From an optimization exercise on the open Yosys and OpenROAD flow, aimed at small area and a short achievable clock period; shortcuts taken in it are not production practice. RTL that was checked went through simulation tests only; none was proved equivalent to the original.

==> job 6991 <==
## e203_exu_alu_dpath
module e203_exu_alu_dpath(
  input alu_req_alu,
  input alu_req_alu_add,
  input alu_req_alu_sub,
  input alu_req_alu_xor,
  input alu_req_alu_sll,
  input alu_req_alu_srl,
  input alu_req_alu_sra,
  input alu_req_alu_or,
  input alu_req_alu_and,
  input alu_req_alu_slt,
  input alu_req_alu_sltu,
  input alu_req_alu_lui,
  input [32-1:0] alu_req_alu_op1,
  input [32-1:0] alu_req_alu_op2,
  output [32-1:0] alu_req_alu_res,
  input bjp_req_alu,
  input [32-1:0] bjp_req_alu_op1,
  input [32-1:0] bjp_req_alu_op2,
  input bjp_req_alu_cmp_eq,
  input bjp_req_alu_cmp_ne,
  input bjp_req_alu_cmp_lt,
  input bjp_req_alu_cmp_gt,
  input bjp_req_alu_cmp_ltu,
  input bjp_req_alu_cmp_gtu,
  input bjp_req_alu_add,
  output bjp_req_alu_cmp_res,
  output [32-1:0] bjp_req_alu_add_res,
  input agu_req_alu,
  input [32-1:0] agu_req_alu_op1,
  input [32-1:0] agu_req_alu_op2,
  input agu_req_alu_swap,
  input agu_req_alu_add,
  input agu_req_alu_and,
  input agu_req_alu_or,
  input agu_req_alu_xor,
  input agu_req_alu_max,
  input agu_req_alu_min,
  input agu_req_alu_maxu,
  input agu_req_alu_minu,
  output [32-1:0] agu_req_alu_res,
  input agu_sbf_0_ena,
  input [32-1:0] agu_sbf_0_nxt,
  output [32-1:0] agu_sbf_0_r,
  input agu_sbf_1_ena,
  input [32-1:0] agu_sbf_1_nxt,
  output [32-1:0] agu_sbf_1_r,
  input clk,
  input rst_n
);
clock: 8.5 ns
lec_check: 0
cap_margin: 20
core_margin: 2
core_utilization: 40
cts_buf_list: sky130_fd_sc_hd__clkbuf_8
setup_slack_margin: 1.2
slew_margin: 20
standard.sh (not shown) runs the stock make flow with config.mk's settings and CLKGATE_MAP_FILE= SYNTH_SCRIPT=/design/flow/synth_recipe.tcl, a recipe that flattens the netlist after the stock synthesis.
==> flow/flow/run.sh <==
#!/bin/bash
# Layout flow: the standard flow (standard.sh) with these changes:
#  - synthesis is the standard script (synth_recipe.tcl: same passes, then
#    flatten and renames) except for the ABC mapping scripts (see synth.tcl);
#  - every port gets a buffer, as standard, but the plain buf_1 rather than
#    the delay cell buffer_ports picks by default;
#  - extra make variables for the layout steps, if flow/make_args.txt exists
#    (e.g. letting timing repair resize cells across footprints);
#  - clock tree options from flow/cts_args.txt, if it exists.
set -euo pipefail
HERE=$(pwd)
export BUFFER_PORTS_ARGS="-buffer_cell sky130_fd_sc_hd__buf_1"
export MY_ABC_SCRIPT="$HERE/flow/abc.script"
if [[ -f "$HERE/flow/abc_sh.script" ]]; then
  # modules kept apart until the end of synthesis and mapped with abc_sh.script
  export MY_ABC_SCRIPT_SH="$HERE/flow/abc_sh.script"
  export SYNTH_KEEP_MODULES="$(cat "$HERE/flow/keep_modules.txt")"
fi
make -C "$FLOW_HOME" DESIGN_CONFIG="$HERE/config.mk" WORK_HOME="$HERE/orfs" CLKGATE_MAP_FILE= \
  SYNTH_SCRIPT="$HERE/flow/synth.tcl" synth > "$HERE/synth_make.log" 2>&1
unset SYNTH_KEEP_MODULES MY_ABC_SCRIPT MY_ABC_SCRIPT_SH
# clock tree options, if flow/cts_args.txt exists (replaces ORFS's defaults)
if [[ -f "$HERE/flow/cts_args.txt" ]]; then
  export CTS_ARGS="$(cat "$HERE/flow/cts_args.txt")"
fi
EXTRA=()
if [[ -f "$HERE/flow/make_args.txt" ]]; then
  read -r -a EXTRA < "$HERE/flow/make_args.txt"
fi
bash standard.sh "${EXTRA[@]}" finish > "$HERE/standard_flow.log" 2>&1
==> flow/flow/abc.script <==
strash
dch -f
map
topo
buffer
upsize
dnsize
==> flow/flow/abc_sh.script <==
strash
&get -n
&fraig -x
&put
scorr
dc2
strash
&get -n
&dch -f
&nf -R 1000
&put
buffer
upsize
dnsize
==> flow/flow/cts_args.txt <==
-sink_clustering_enable -repair_clock_nets -buf_list sky130_fd_sc_hd__clkbuf_8 -dont_use_dummy_load
==> flow/flow/keep_modules.txt <==
e203_alu_shifter
==> flow/flow/make_args.txt <==
MATCH_CELL_FOOTPRINT=0
==> flow/flow/synth.tcl <==
# synth_recipe.tcl, with ABC's mapping script replaced: flow/abc.script for the
# top module and, when the design keeps a shifter module apart
# (SYNTH_KEEP_MODULES), flow/abc_sh.script for that module. Everything is
# flattened at the end exactly as synth_recipe.tcl does.
proc synth {args} { yosys synth -nofsm -noshare {*}$args }
proc abc {args} {
  set i [lsearch -exact $args -script]
  set top $args
  lset top [expr {$i + 1}] $::env(MY_ABC_SCRIPT)
  if {[info exists ::env(MY_ABC_SCRIPT_SH)] && [info exists ::env(SYNTH_KEEP_MODULES)]} {
    set sh $args
    lset sh [expr {$i + 1}] $::env(MY_ABC_SCRIPT_SH)
    foreach m $::env(SYNTH_KEEP_MODULES) { yosys abc {*}$sh $m }
    yosys abc {*}$top $::env(DESIGN_NAME)
  } else {
    yosys abc {*}$top
  }
}
source $::env(SCRIPTS_DIR)/synth.tcl
# left out here: clear keep_hierarchy, flatten, clean up, hide names made inside functions, write 1_2_yosys.v
==> job 2404: changes against job 6991 <==
--- a/flow/design.v
+++ b/flow/design.v
@@ -89,16 +89,17 @@
 wire [W-1:0] a = ({W{a_alu}} & alu_req_alu_op1) | ({W{bjp}} & bjp_req_alu_op1) | ({W{a_agu}} & agu_req_alu_op1);
 wire [W-1:0] b = ({W{alu}} & alu_req_alu_op2) | ({W{bjp}} & bjp_req_alu_op2) | ({W{agu}} & agu_req_alu_op2);
 wire [W-1:0] bx = b ^ {W{op_sub}};
 wire [W-1:0] p  = a ^ bx;
 wire [W-1:0] g  = a & bx;
 wire [W-1:0] G0 = {g[W-1:1], g[0] | (p[0] & op_sub)};
 wire [W-1:0] P0 = p;
 wire [W-1:0] Gout;
+genvar lv, i;
 wire pg_g0_1 = G0[1] | (P0[1] & G0[0]);
 wire pg_g0_3 = G0[3] | (P0[3] & G0[2]);
 wire pg_p0_3 = P0[3] & P0[2];
 wire pg_g0_5 = G0[5] | (P0[5] & G0[4]);
 wire pg_p0_5 = P0[5] & P0[4];
 wire pg_g0_7 = G0[7] | (P0[7] & G0[6]);
 wire pg_p0_7 = P0[7] & P0[6];
 wire pg_g0_9 = G0[9] | (P0[9] & G0[8]);
@@ -218,42 +219,32 @@
 assign bjp_req_alu_cmp_res = (bjp_req_alu_cmp_eq & eq)
                            | (bjp_req_alu_cmp_ne & ~eq)
                            | ((bjp_req_alu_cmp_lt | bjp_req_alu_cmp_ltu) & lt)
                            | ((bjp_req_alu_cmp_gt | bjp_req_alu_cmp_gtu) & ~lt);
 wire sel_a = (op_maxs & ~lt) | (op_mins & lt);
 wire sel_b = (op_maxs & lt) | (op_mins & ~lt);
 wire [W-1:0] mm_res = (a & {W{sel_a}}) | (b & {W{sel_b}});
 wire [4:0] sh = alu_req_alu_op2[4:0];
-wire [W-1:0] sh_res;
-e203_alu_shifter u_sh(.alu(alu), .sll(alu_req_alu_sll), .srl(alu_req_alu_srl), .sra(alu_req_alu_sra),
-                      .a(alu_req_alu_op1), .sh(sh), .sh_res(sh_res));
+wire op_sll = alu & alu_req_alu_sll;
+wire op_shift = alu & (alu_req_alu_sll | alu_req_alu_srl | alu_req_alu_sra);
+wire [4:0] rot = op_sll ? (5'd0 - sh) : sh;   
+wire [W-1:0] rl [0:5];
+assign rl[0] = alu_req_alu_op1;
+generate
+  for (lv = 0; lv < 5; lv = lv + 1) begin : g_rot
+    assign rl[lv+1] = rot[lv] ? {rl[lv][(1<<lv)-1:0], rl[lv][W-1:(1<<lv)]} : rl[lv];
+  end
+endgenerate
+wire [W-1:0] shmask;
+generate
+  for (i = 0; i < W; i = i + 1) begin : g_mask
+    assign shmask[i] = op_shift & (op_sll ? (sh <= i) : ((W - 1 - i) >= sh));
+  end
+endgenerate
+wire fill = alu & alu_req_alu_sra & alu_req_alu_op1[W-1];
+wire [W-1:0] sh_res = (rl[5] & shmask) | ({W{fill}} & ~shmask);
 assign alu_req_alu_res     = sum_res | sh_res | {{W-1{1'b0}}, op_slt & lt};
 assign agu_req_alu_res     = sum_res | mm_res;
 assign bjp_req_alu_add_res = sum_res;
 sirv_gnrl_dffl #(W) sbf_0_dffl(agu_sbf_0_ena, agu_sbf_0_nxt, agu_sbf_0_r, clk);
 sirv_gnrl_dffl #(W) sbf_1_dffl(agu_sbf_1_ena, agu_sbf_1_nxt, agu_sbf_1_r, clk);
 endmodule
-module e203_alu_shifter(
-  input alu, input sll, input srl, input sra,
-  input [31:0] a, input [4:0] sh,
-  output [31:0] sh_res
-);
-localparam W = 32;
-genvar lv, i;
-wire op_shift = alu & (sll | srl | sra);
-wire op_right = alu & (srl | sra);
-wire fill = alu & sra & a[W-1];
-wire [W-1:0] shin;
-generate for (i = 0; i < W; i = i + 1) begin : g_rin
-  assign shin[i] = op_right ? a[W-1-i] : a[i];
-end endgenerate
-wire [W-1:0] sl [0:5];
-assign sl[0] = shin;
-generate
-  for (lv = 0; lv < 5; lv = lv + 1) begin : g_sl
-    assign sl[lv+1] = sh[lv] ? {sl[lv][W-1-(1<<lv):0], {(1<<lv){fill}}} : sl[lv];
-  end
-endgenerate
-generate for (i = 0; i < W; i = i + 1) begin : g_rout
-  assign sh_res[i] = op_shift & (op_right ? sl[5][W-1-i] : sl[5][i]);
-end endgenerate
-endmodule
==> flow/flow/run.sh (replaced) <==
#!/bin/bash
# Layout flow: the standard flow (standard.sh) with two changes:
#  - synthesis is the standard script (synth_recipe.tcl: same passes, flatten,
#    renames) except that ABC maps the logic with flow/abc.script;
#  - every port gets a buffer (as standard), but the plain buf_1 rather than
#    the delay cell buffer_ports picks by default.
set -euo pipefail
HERE=$(pwd)
export BUFFER_PORTS_ARGS="-buffer_cell sky130_fd_sc_hd__buf_1"
export MY_ABC_SCRIPT="$HERE/flow/abc.script"
make -C "$FLOW_HOME" DESIGN_CONFIG="$HERE/config.mk" WORK_HOME="$HERE/orfs" CLKGATE_MAP_FILE= \
  SYNTH_SCRIPT="$HERE/flow/synth.tcl" synth > "$HERE/synth_make.log" 2>&1
bash standard.sh > "$HERE/standard_flow.log" 2>&1
==> flow/flow/abc.script (replaced) <==
strash
dch
map
buffer
upsize
dnsize
==> flow/flow/synth.tcl (replaced) <==
# synth_recipe.tcl, with ABC's mapping script replaced by MY_ABC_SCRIPT.
proc synth {args} { yosys synth -nofsm -noshare {*}$args }
proc abc {args} {
  set i [lsearch -exact $args -script]
  if {$i >= 0 && [info exists ::env(MY_ABC_SCRIPT)]} { lset args [expr {$i + 1}] $::env(MY_ABC_SCRIPT) }
  puts "abc (own script): $args"
  yosys abc {*}$args
}
source $::env(SCRIPTS_DIR)/synth.tcl
# left out here: clear keep_hierarchy, flatten, clean up, hide names made inside functions, write 1_2_yosys.v
Settings changed: CTS_BUF_LIST sky130_fd_sc_hd__clkbuf_8 to default.
removed: flow/flow/abc_sh.script
removed: flow/flow/cts_args.txt
removed: flow/flow/keep_modules.txt
removed: flow/flow/make_args.txt
==> job 7562: changes against job 6991 <==
--- a/flow/design.v
+++ b/flow/design.v
@@ -218,42 +218,61 @@
 assign bjp_req_alu_cmp_res = (bjp_req_alu_cmp_eq & eq)
                            | (bjp_req_alu_cmp_ne & ~eq)
                            | ((bjp_req_alu_cmp_lt | bjp_req_alu_cmp_ltu) & lt)
                            | ((bjp_req_alu_cmp_gt | bjp_req_alu_cmp_gtu) & ~lt);
 wire sel_a = (op_maxs & ~lt) | (op_mins & lt);
 wire sel_b = (op_maxs & lt) | (op_mins & ~lt);
 wire [W-1:0] mm_res = (a & {W{sel_a}}) | (b & {W{sel_b}});
 wire [4:0] sh = alu_req_alu_op2[4:0];
-wire [W-1:0] sh_res;
 e203_alu_shifter u_sh(.alu(alu), .sll(alu_req_alu_sll), .srl(alu_req_alu_srl), .sra(alu_req_alu_sra),
-                      .a(alu_req_alu_op1), .sh(sh), .sh_res(sh_res));
-assign alu_req_alu_res     = sum_res | sh_res | {{W-1{1'b0}}, op_slt & lt};
+                      .a(alu_req_alu_op1), .sh(sh), .base(sum_res | {{W-1{1'b0}}, op_slt & lt}),
+                      .res(alu_req_alu_res));
 assign agu_req_alu_res     = sum_res | mm_res;
 assign bjp_req_alu_add_res = sum_res;
 sirv_gnrl_dffl #(W) sbf_0_dffl(agu_sbf_0_ena, agu_sbf_0_nxt, agu_sbf_0_r, clk);
 sirv_gnrl_dffl #(W) sbf_1_dffl(agu_sbf_1_ena, agu_sbf_1_nxt, agu_sbf_1_r, clk);
 endmodule
 module e203_alu_shifter(
   input alu, input sll, input srl, input sra,
   input [31:0] a, input [4:0] sh,
-  output [31:0] sh_res
+  input [31:0] base,
+  output [31:0] res
 );
 localparam W = 32;
 genvar lv, i;
-wire op_shift = alu & (sll | srl | sra);
+wire op_left  = alu & sll;
 wire op_right = alu & (srl | sra);
+wire op_shift = op_left | op_right;
 wire fill = alu & sra & a[W-1];
-wire [W-1:0] shin;
-generate for (i = 0; i < W; i = i + 1) begin : g_rin
-  assign shin[i] = op_right ? a[W-1-i] : a[i];
-end endgenerate
-wire [W-1:0] sl [0:5];
-assign sl[0] = shin;
+wire [W-1:0] st [0:5];
+assign st[0] = a;
 generate
-  for (lv = 0; lv < 5; lv = lv + 1) begin : g_sl
-    assign sl[lv+1] = sh[lv] ? {sl[lv][W-1-(1<<lv):0], {(1<<lv){fill}}} : sl[lv];
+  for (lv = 0; lv < 5; lv = lv + 1) begin : g_st
+    localparam integer K = 1 << lv;
+    localparam INV = lv & 1;             
+    wire l = op_left & sh[lv];
+    wire r = op_right & sh[lv];
+    wire n = ~sh[lv];
+    wire f = INV ? ~fill : fill;         
+    for (i = 0; i < W; i = i + 1) begin : g_b
+      wire from_r = (i + K < W) ? st[lv][i+K] : f;
+      if (i >= K) begin : g_mid
+        e203_aoi222 u(.a0(l), .b0(st[lv][i-K]), .a1(r), .b1(from_r), .a2(n), .b2(st[lv][i]), .y(st[lv+1][i]));
+      end else if (INV) begin : g_lo_inv
+        e203_aoi221 u(.a0(r), .b0(from_r), .a1(n), .b1(st[lv][i]), .c(l), .y(st[lv+1][i]));
+      end else begin : g_lo
+        e203_aoi22 u(.a0(r), .b0(from_r), .a1(n), .b1(st[lv][i]), .y(st[lv+1][i]));
+      end
+    end
   end
 endgenerate
-generate for (i = 0; i < W; i = i + 1) begin : g_rout
-  assign sh_res[i] = op_shift & (op_right ? sl[5][W-1-i] : sl[5][i]);
-end endgenerate
-endmodule
+assign res = base | ({W{op_shift}} & ~st[5]);
+endmodule
+module e203_aoi222(input a0, input b0, input a1, input b1, input a2, input b2, output y);
+assign y = ~((a0 & b0) | (a1 & b1) | (a2 & b2));
+endmodule
+module e203_aoi221(input a0, input b0, input a1, input b1, input c, output y);
+assign y = ~((a0 & b0) | (a1 & b1) | c);
+endmodule
+module e203_aoi22(input a0, input b0, input a1, input b1, output y);
+assign y = ~((a0 & b0) | (a1 & b1));
+endmodule
==> flow/flow/run.sh (replaced) <==
#!/bin/bash
# Layout flow: the standard flow (standard.sh) with these changes:
#  - synthesis is the standard script (synth_recipe.tcl: same passes, then
#    flatten and renames) except for the ABC mapping scripts (see synth.tcl);
#  - every port gets a buffer, as standard, but the plain buf_1 rather than
#    the delay cell buffer_ports picks by default;
#  - extra make variables for the layout steps, if flow/make_args.txt exists
#    (e.g. letting timing repair resize cells across footprints).
set -euo pipefail
HERE=$(pwd)
export BUFFER_PORTS_ARGS="-buffer_cell sky130_fd_sc_hd__buf_1"
export MY_ABC_SCRIPT="$HERE/flow/abc.script"
if [[ -f "$HERE/flow/abc_sh.script" ]]; then
  # modules kept apart until the end of synthesis and mapped with abc_sh.script
  export MY_ABC_SCRIPT_SH="$HERE/flow/abc_sh.script"
  export SYNTH_KEEP_MODULES="$(cat "$HERE/flow/keep_modules.txt")"
fi
make -C "$FLOW_HOME" DESIGN_CONFIG="$HERE/config.mk" WORK_HOME="$HERE/orfs" CLKGATE_MAP_FILE= \
  SYNTH_SCRIPT="$HERE/flow/synth.tcl" synth > "$HERE/synth_make.log" 2>&1
unset SYNTH_KEEP_MODULES MY_ABC_SCRIPT MY_ABC_SCRIPT_SH
EXTRA=()
if [[ -f "$HERE/flow/make_args.txt" ]]; then
  read -r -a EXTRA < "$HERE/flow/make_args.txt"
fi
bash standard.sh "${EXTRA[@]}" finish > "$HERE/standard_flow.log" 2>&1
==> flow/flow/abc_sh.script (replaced) <==
strash
&get -n
&fraig -x
&put
scorr
dc2
strash
&get -n
&dch -f
&nf -R 1000
&put
==> flow/flow/keep_modules.txt (replaced) <==
e203_alu_shifter e203_aoi222 e203_aoi221 e203_aoi22
Settings changed: PLACE_DENSITY from default to 0.45.
removed: flow/flow/cts_args.txt
==> job 7191: changes against job 6991 <==
--- a/flow/design.v
+++ b/flow/design.v
@@ -89,16 +89,17 @@
 wire [W-1:0] a = ({W{a_alu}} & alu_req_alu_op1) | ({W{bjp}} & bjp_req_alu_op1) | ({W{a_agu}} & agu_req_alu_op1);
 wire [W-1:0] b = ({W{alu}} & alu_req_alu_op2) | ({W{bjp}} & bjp_req_alu_op2) | ({W{agu}} & agu_req_alu_op2);
 wire [W-1:0] bx = b ^ {W{op_sub}};
 wire [W-1:0] p  = a ^ bx;
 wire [W-1:0] g  = a & bx;
 wire [W-1:0] G0 = {g[W-1:1], g[0] | (p[0] & op_sub)};
 wire [W-1:0] P0 = p;
 wire [W-1:0] Gout;
+genvar lv, i;
 wire pg_g0_1 = G0[1] | (P0[1] & G0[0]);
 wire pg_g0_3 = G0[3] | (P0[3] & G0[2]);
 wire pg_p0_3 = P0[3] & P0[2];
 wire pg_g0_5 = G0[5] | (P0[5] & G0[4]);
 wire pg_p0_5 = P0[5] & P0[4];
 wire pg_g0_7 = G0[7] | (P0[7] & G0[6]);
 wire pg_p0_7 = P0[7] & P0[6];
 wire pg_g0_9 = G0[9] | (P0[9] & G0[8]);
@@ -234,16 +235,17 @@
 endmodule
 module e203_alu_shifter(
   input alu, input sll, input srl, input sra,
   input [31:0] a, input [4:0] sh,
   output [31:0] sh_res
 );
 localparam W = 32;
 genvar lv, i;
+wire op_sll = alu & sll;
 wire op_shift = alu & (sll | srl | sra);
 wire op_right = alu & (srl | sra);
 wire fill = alu & sra & a[W-1];
 wire [W-1:0] shin;
 generate for (i = 0; i < W; i = i + 1) begin : g_rin
   assign shin[i] = op_right ? a[W-1-i] : a[i];
 end endgenerate
 wire [W-1:0] sl [0:5];
==> flow/flow/run.sh (replaced) <==
#!/bin/bash
# Layout flow: the standard flow (standard.sh) with two changes:
#  - synthesis is the standard script (synth_recipe.tcl: same passes, then
#    flatten and renames) except for the ABC mapping scripts (see synth.tcl);
#  - every port gets a buffer, as standard, but the plain buf_1 rather than
#    the delay cell buffer_ports picks by default.
set -euo pipefail
HERE=$(pwd)
export BUFFER_PORTS_ARGS="-buffer_cell sky130_fd_sc_hd__buf_1"
export MY_ABC_SCRIPT="$HERE/flow/abc.script"
if [[ -f "$HERE/flow/abc_sh.script" ]]; then
  export MY_ABC_SCRIPT_SH="$HERE/flow/abc_sh.script"
  export SYNTH_KEEP_MODULES="e203_alu_shifter"
fi
make -C "$FLOW_HOME" DESIGN_CONFIG="$HERE/config.mk" WORK_HOME="$HERE/orfs" CLKGATE_MAP_FILE= \
  SYNTH_SCRIPT="$HERE/flow/synth.tcl" synth > "$HERE/synth_make.log" 2>&1
unset SYNTH_KEEP_MODULES MY_ABC_SCRIPT MY_ABC_SCRIPT_SH
bash standard.sh > "$HERE/standard_flow.log" 2>&1
==> flow/flow/abc.script (replaced) <==
strash
dch
map
buffer
upsize
dnsize
removed: flow/flow/cts_args.txt
removed: flow/flow/keep_modules.txt
removed: flow/flow/make_args.txt
==> notes <==
First-iteration DRC count: job 7191 < job 6991 < job 2404 < job 7562.
The lowest worst setup slack belongs to job 7562, the highest to job 6991.
Area after synthesis: job 2404 > job 7191 > job 6991 > job 7562.
The lowest global-route usage belongs to job 7562, the highest to job 2404.
Between job 7191 and job 2404, the lower worst hold slack is in job 7191 (gap 8.9 ps).
Against job 2404, the die area of job 7191 is smaller by about 3.6%.
Clock-buffer cell count is the same in job 7562 and job 6991.
The highest via count belongs to job 2404, the lowest to job 7562.
Only the layout flow was run in job 2404; the RTL was not checked for function there.

==> afterwards: timing with drivers on the ports <==
How much do the figures lean on ideal ports? The routed layouts below were timed once more, with nothing changed but the port constraints.
Step 1: set_driving_cell puts a clkbuf_16 on clk and a buf_2 on each other input, an assumption about the parent block.
Step 2 times the ports against the registers' clock, not the clock port: input delays grow and output delays shrink by t, the midpoint of the rising clock arrivals with the driver on.
Three values: no drivers, after step 1, after step 2; two values: the first two.
| run | t (ns) | setup WS [ns] | worst setup path at the end | latest minus earliest clock arrival (ns) |
|---|---|---|---|---|
| job 6991 | 0.365 | 1.401 / 1.375 / 1.375 | input to output | 0.027 / 0.027 |
| job 2404 | 0.363 | 1.396 / 1.372 / 1.372 | input to output | 0.007 / 0.007 |
| job 7562 | 0.374 | 1.333 / 1.311 / 1.311 | input to output | 0.010 / 0.011 |
| job 7191 | 0.363 | 1.382 / 1.361 / 1.361 | input to output | 0.010 / 0.011 |
After both steps every run listed still meets setup and hold. For job 6991, which loses most, drivers alone change the setup slack by -0.026 ns; drivers and shift together by -0.026 ns.
